Source: an optimization exercise on an open RTL-to-GDS flow (aim: small area and a short achievable clock period). Production flows keep margins and buffers that such runs may drop. RTL that was checked went through simulation tests only; none was proved equivalent to the original.

==> 01-16 <==
==> flow/design.v (excerpt) <==
module gte_unr_divide (
   input  wire        clk,
   input  wire        reset,
   input  wire        trigger,
   input  wire [15:0] lhs,
   input  wire [15:0] rhs,
   output reg  [16:0] result,
   output reg         div_error
);
==> flow/config.mk <==
export PLATFORM = sky130hd
export DESIGN_NAME = gte_unr_divide
export DESIGN_NICKNAME = gte_unr_divide
export VERILOG_FILES = /design/flow/design.v
export SDC_FILE = /design/flow/constraint.sdc
export NUM_CORES = 4
export LEC_CHECK = 0
export CAP_MARGIN = 20
export CORE_MARGIN = 2
export CORE_UTILIZATION = 40
export SLEW_MARGIN = 20
==> flow/constraint.sdc <==
create_clock -name core_clock -period 8.0 [get_ports {clk}]
set_input_delay 1.6000 -clock core_clock [delete_from_list [all_inputs] [get_ports {clk}]]
set_output_delay 1.6000 -clock core_clock [all_outputs]
set_load 0.01 [all_outputs]
run.sh (not shown) runs the stock make flow with config.mk's settings and CLKGATE_MAP_FILE= SYNTH_SCRIPT=/design/flow/synth_recipe.tcl, a recipe that flattens the netlist after the stock synthesis.
==> 05-13: changes against 01-16 <==
--- a/flow/design.v
+++ b/flow/design.v
@@ -551,28 +551,27 @@
    reg  [9:0]  u2;
    always @(posedge clk) begin
       ve2 <= ~reset & ve1;
       np2 <= np1;
       dp2 <= dp1;
       u2  <= unr_u(dp1[14:6]);
    end
-   wire [16:0] tl2 = {1'b1, dp2} * u2;            
-   wire [16:0] w2  = 17'h00080 - tl2;
+   wire [16:0] w2  = 17'h00080 - {1'b1, dp2} * u2;    
    reg         ve3;
    reg  [16:0] np3;
    reg  [9:0]  u3;
    reg  [8:0]  dl3;
    always @(posedge clk) begin
       ve3 <= ~reset & ve2;
       np3 <= np2;
       u3  <= u2;
       dl3 <= w2[16:8];
    end
-   wire signed [19:0] p3  = $signed(dl3) * $signed({1'b0, u3}) + 20'sd128;
-   wire        [17:0] r3  = {u3, 8'd0} + {{6{p3[19]}}, p3[19:8]};
+   wire [25:0] p3  = {u3, 16'd0} + dl3 * u3 - {u3 & {10{dl3[8]}}, 9'd0} + 26'd128;
+   wire [17:0] r3  = p3[25:8];
    reg         ve4;
    reg  [16:0] np4;
    reg  [16:0] rho4;
    always @(posedge clk) begin
       ve4  <= ~reset & ve3;
       np4  <= np3;
       rho4 <= {r3[17], r3[15:0]};                   
SETUP_SLACK_MARGIN = 5   (was unset)
SYNTH_MEMORY_MAX_BITS = 16384   (was unset)
==> 11-14: changes against 01-16 <==
SYNTH_MEMORY_MAX_BITS = 16384   (was unset)
==> comparison table <==
item                                                          01-16                            05-13                            11-14
Category of the most critical setup path                          -                          reg2reg                          reg2reg
Arrival @ worst endpoint                                          -                          5.95 ns                          8.14 ns
Top cell type by total area after synthesis                       -                             fa_1                             fa_1
Top cell class by occupied area                                   -  multi-input combinational cells  multi-input combinational cells
Detail-routed net length per standard cell                        -                     16.9 microns                     16.0 microns
Worst hold stages                                                 -                                0                                0
Multi-input combinational cell area                               -                      20100 sq um                      18000 sq um
Result of the run                            stopped before the end                   finished clean                   finished clean
Last stage reached                                        synthesis                                -                                -
Total number of vias                                              -                            20.0k                            17.7k
Clock tree from TritonCTS                                         -                            built                            built
Highest layer used for signal routing                             -                             met4                             met4
Max Fanout on Critical Path                                       -                                7                               10
Critical path launch point type                                   -                        flip-flop                        flip-flop
Vias in the first global route                                    -                            21.3k                            18.8k
Postcts setup bufs                                                -                              144                                0
Count of multi-input gates                                        -                             1976                             1913
Grt total ovfl                                                    -                                0                                0
Later-pin clock latency in the skew report                        -                          0.56 ns                          0.56 ns
Minimum hold slack                                                -                         0.307 ns                         0.321 ns
No functional check of the RTL was part of any run of this note.

========
==> juniper: inputs <==
gte_unr_divide, a different RTL version from the one above (not shown whole).
export LEC_CHECK = 0
export CAP_MARGIN = 20
export CORE_MARGIN = 2
export CORE_UTILIZATION = 65
export CTS_CLUSTER_DIAMETER = 100
export CTS_CLUSTER_SIZE = 25
export SETUP_SLACK_MARGIN = 4.6
export SLEW_MARGIN = 20
export TNS_END_PERCENT = 30
create_clock -name core_clock -period 8.0 [get_ports {clk}]
standard.sh (not shown) runs the stock make flow with config.mk's settings and CLKGATE_MAP_FILE= SYNTH_SCRIPT=/design/flow/synth_recipe.tcl, a recipe that flattens the netlist after the stock synthesis.
==> flow/flow/run.sh <==
#!/bin/bash
set -euo pipefail
bash standard.sh "BUFFER_PORTS_ARGS=-buffer_cell sky130_fd_sc_hd__buf_2" finish > standard_make.log 2>&1
==> inputs of willow, as changes to juniper <==
TNS_END_PERCENT = not set   (was 30)
==> inputs of delta, as changes to juniper <==
SETUP_SLACK_MARGIN = 4.5   (was 4.6)
TNS_END_PERCENT = not set   (was 30)
==> inputs of sierra, as changes to juniper <==
TNS_END_PERCENT = 5   (was 30)
==> comparison table <==
metric	sierra	delta	juniper	willow
Run status	complete, no violations	complete, no violations	complete, no violations	complete, no violations
Metal3 WL	3.34 mm	3.45 mm	3.73 mm	3.56 mm
Average via count per standard cell	6.35	6.31	6.39	6.33
Stages on worst setup path	8	15	10	13
Endpoint arrival time on the critical path	3.84 ns	3.79 ns	3.82 ns	3.73 ns
Register-to-register setup slack	4.55 ns	4.60 ns	4.56 ns	4.67 ns
Final worst clock skew	0.0150 ns	0.0129 ns	0.0162 ns	0.0244 ns
Placer's final routability congestion estimate	0.947	0.932	0.947	0.926
Number of filler cells placed in the layout	2,679	2,697	2,684	2,694
Vias post-DR	17.3k	17.2k	17.4k	17.2k
Via count of the first global-routing pass	17.4k	17.2k	17.4k	17.1k
Number of gates resized after cts	20	16	33	42
Required time worst endpoint	8.39 ns	8.39 ns	8.38 ns	8.40 ns
Critical path origin	rd5_t5	r3a_cy	rd5_n4	r3a_10_4
Post-route cell area	23,600 sq um	23,500 sq um	23,600 sq um	23,700 sq um
Number of signal-net buffers in the layout	86	80	87	84
Post-Layout Cell Count	2,726	2,720	2,727	2,725
Sequential fraction of total cell area	26.7%	26.7%	26.6%	26.6%

========
==> job 2251: inputs <==
Another version of the RTL of gte_unr_divide (not shown whole).
clock: 8.0 ns
lec_check: 0
cap_margin: 20
core_margin: 2
core_utilization: 65
cts_cluster_diameter: 100
cts_cluster_size: 25
setup_slack_margin: 4.7
slew_margin: 20
Scripts as last shown in full above: flow/flow/run.sh
==> job 7128: changes against job 2251 <==
==> flow/run.sh (new file) <==
#!/bin/bash
# synth_recipe.tcl (not shown) runs the flow's synth.tcl, then flattens the netlist and writes it again
# the make line also repeats each setting of config.mk as NAME=value (left out here)
make -C /OpenROAD-flow-scripts/flow DESIGN_CONFIG=/design/flow/config.mk WORK_HOME=/design/flow/orfs CLKGATE_MAP_FILE= SYNTH_SCRIPT=/design/flow/synth_recipe.tcl finish
SETUP_SLACK_MARGIN = 4.5   (was 4.7)
removed: flow/flow/run.sh
removed: flow/standard.sh
==> job 5953: changes against job 2251 <==
SETUP_SLACK_MARGIN = 4.5   (was 4.7)
==> job 6812: changes against job 2251 <==
SETUP_SLACK_MARGIN = 4.0   (was 4.7)
==> comparison table <==
metric	job 5953	job 2251	job 7128	job 6812
Worst Hold Endpoint	np5[7]$_DFF_P_	np5[12]$_DFF_P_	np4[0]$_DFF_P_	np5[4]$_DFF_P_
Worst Setup SP	r4a_10_26$_DFF_P_	r4a_10_28$_DFF_P_	rhs[14]	rd5_n7$_DFF_P_
First drt pass iteration count	6	5	6	9
Crit path launch type	flip-flop	flip-flop	input pin	flip-flop
Layout Skew	0.0314 ns	0.0286 ns	0.0161 ns	0.0182 ns
Post-route cell area	0.0234 mm2	0.0242 mm2	0.0240 mm2	0.0230 mm2
Run status	timing/DRC/antenna clean	timing/DRC/antenna clean	timing/DRC/antenna clean	timing/DRC/antenna clean
Timing endpoint of the critical path	rd5_t8$_DFF_P_	rd5_t8$_DFF_P_	np1[12]$_DFF_P_	r6a_16_9$_DFF_P_
Sequential portion of the cell area	0.269	0.263	0.264	0.273
Worst-path fanout max	8	3	16	13
N_diodes	0	0	1	0
Clock tree buffer count of the final layout	17	18	18	17
Required time at the endpoint of the critical path	8.45 ns	8.40 ns	8.43 ns	8.39 ns
Placer's final routability congestion estimate	0.968	0.914	0.988	0.963
Cell with the biggest individual delay on the critical path	fa_1	fa_1	clkdlybuf4s50_1	dfxtp_1
Layout Nets	2608	2626	2621	2590
Slack of the worst reg-to-reg path	4.58 ns	4.58 ns	4.61 ns	4.22 ns

========
==> trial 73: inputs <==
Another version of the RTL of gte_unr_divide (not shown whole).
export LEC_CHECK = 0
export CAP_MARGIN = 20
export CORE_MARGIN = 2
export CORE_UTILIZATION = 40
export SLEW_MARGIN = 20
create_clock -name core_clock -period 8.0 [get_ports {clk}]
run.sh (not shown) runs the stock make flow with config.mk's settings and CLKGATE_MAP_FILE= SYNTH_SCRIPT=/design/flow/synth_recipe.tcl, a recipe that flattens the netlist after the stock synthesis.
Stock flow here: none of the scripts above is used.
==> trial 26 (differences from trial 73) <==
--- a/flow/config.mk
+++ b/flow/config.mk
@@ -9,3 +9,4 @@
 export CORE_MARGIN = 2
 export CORE_UTILIZATION = 40
+export SETUP_SLACK_MARGIN = 5
 export SLEW_MARGIN = 20
==> build 14 (differences from trial 73) <==
--- a/flow/config.mk
+++ b/flow/config.mk
@@ -8,4 +8,7 @@
 export CAP_MARGIN = 20
 export CORE_MARGIN = 2
-export CORE_UTILIZATION = 40
+export CORE_UTILIZATION = 65
+export CTS_CLUSTER_DIAMETER = 100
+export CTS_CLUSTER_SIZE = 25
+export SETUP_SLACK_MARGIN = 4.5
 export SLEW_MARGIN = 20
==> build 30 (differences from trial 73) <==
--- a/flow/config.mk
+++ b/flow/config.mk
@@ -6,6 +6,8 @@
 export NUM_CORES = 4
 export LEC_CHECK = 0
+export ABC_AREA = 1
 export CAP_MARGIN = 20
 export CORE_MARGIN = 2
 export CORE_UTILIZATION = 40
+export SETUP_SLACK_MARGIN = 4.5
 export SLEW_MARGIN = 20
==> results.txt <==
post-synthesis instance area=between 20000 and 25000 µm²; run status=complete, no violations; Starting Density=0.405; met2 Track Usage GR=0.342; critical path, cell by cell=inv_2 > fa_1 > inv_2 > ha_4 > a211o_1 > o221a_4 > a2111oi_4 > buf_4 > o21ai_4 > a21o_1 > a21o_1 > a21oi_2 > xnor2_1 > ha_2 > nor2_1 > mux2i_1; xor-xnor portion of the synthesized cell area=0.119; sequential portion of the cell area=0.239; Final Core Density=0.497; Max transition margin=0.427
the above is filed under trial 26

==> results.txt <==
post-synthesis instance area=around 22000 µm²; sequential portion of the cell area=0.256; run status=complete, no violations; xor-xnor portion of the synthesized cell area=0.115; met2 Track Usage GR=0.327; critical path, cell by cell=clkinvlp_4 > o22ai_2 > xor2_1 > fa_1 > fa_1 > fa_1 > inv_1 > ha_1 > nand2_1 > inv_1 > nand3_1 > nor3_2 > o21ai_1 > o2111ai_1; Max transition margin=0.410; Starting Density=0.403
the above is filed under build 30

==> results.txt <==
run status=complete, no violations; xor-xnor portion of the synthesized cell area=0.119; Starting Density=0.662; Final Core Density=0.710; met2 Track Usage GR=0.513; Max transition margin=0.318
the above is filed under build 14

==> results.txt <==
run status=complete, no violations; Max transition margin=0.329; xor-xnor portion of the synthesized cell area=0.119; critical path, cell by cell=clkdlybuf4s50_1 > nand2b_1 > a21oi_1 > o21ai_0 > a41oi_1 > a41oi_4 > buf_4 > mux2i_1 > a2bb2oi_1 > o21a_1 > o221ai_1; sequential portion of the cell area=0.263; met2 Track Usage GR=0.324
the above is filed under trial 73

what the ideal ports hide:
The flow's constraints put no driver on any port. The routed layouts listed below were extracted and timed again, unchanged, in two steps. Step 1, drivers: a clkbuf_16 drives clk and a buf_2 each remaining input, both assumed. Step 2 times the ports against the registers' clock, not the clock port: input delays grow and output delays shrink by t, the midpoint of the rising clock arrivals with the driver on. Three values: ideal ports, drivers, drivers and shift; two values: the first two.
run	t, ns	slack for setup (ns)	hold slack, ns	clock arrival spread, ns	worst register clock-pin slew, ns
05-13	0.603	2.545 / 2.545 / 2.545	0.307 / 0.307 / 0.307	0.029 / 0.029	0.07 / 0.07
11-14	0.611	0.294 / 0.294 / 0.294	0.321 / 0.321 / 0.321	0.019 / 0.019	0.07 / 0.07
juniper	0.560	4.558 / 4.558 / 4.277	0.329 / 0.329 / 0.329	0.018 / 0.018	0.10 / 0.10
willow	0.565	4.670 / 4.670 / 4.168	0.329 / 0.329 / 0.329	0.026 / 0.026	0.10 / 0.10
delta	0.563	4.605 / 4.605 / 4.186	0.316 / 0.316 / 0.316	0.014 / 0.014	0.10 / 0.10
sierra	0.559	4.551 / 4.551 / 4.179	0.329 / 0.329 / 0.329	0.020 / 0.019	0.10 / 0.10
job 2251	0.566	4.584 / 4.584 / 4.205	0.318 / 0.318 / 0.318	0.030 / 0.031	0.10 / 0.10
job 7128	0.559	4.582 / 4.609 / 4.058	0.320 / 0.320 / 0.320	0.019 / 0.019	0.10 / 0.10
job 5953	0.555	4.578 / 4.578 / 4.088	0.325 / 0.325 / 0.325	0.032 / 0.032	0.10 / 0.10
job 6812	0.553	4.218 / 4.218 / 3.787	0.327 / 0.327 / 0.327	0.019 / 0.019	0.10 / 0.10
trial 73	0.605	3.785 / 3.819 / 3.214	0.317 / 0.317 / 0.317	0.025 / 0.025	0.06 / 0.06
trial 26	0.600	4.646 / 4.646 / 4.282	0.322 / 0.322 / 0.322	0.018 / 0.018	0.07 / 0.07
build 14	0.565	4.529 / 4.529 / 4.039	0.315 / 0.315 / 0.315	0.020 / 0.019	0.10 / 0.10
build 30	0.598	4.525 / 4.525 / 4.121	0.320 / 0.320 / 0.320	0.034 / 0.034	0.06 / 0.06
After both steps every run listed still meets setup and hold. The setup slack of trial 73, which loses most, moves by +0.034 ns with the drivers and by -0.571 ns with both steps.
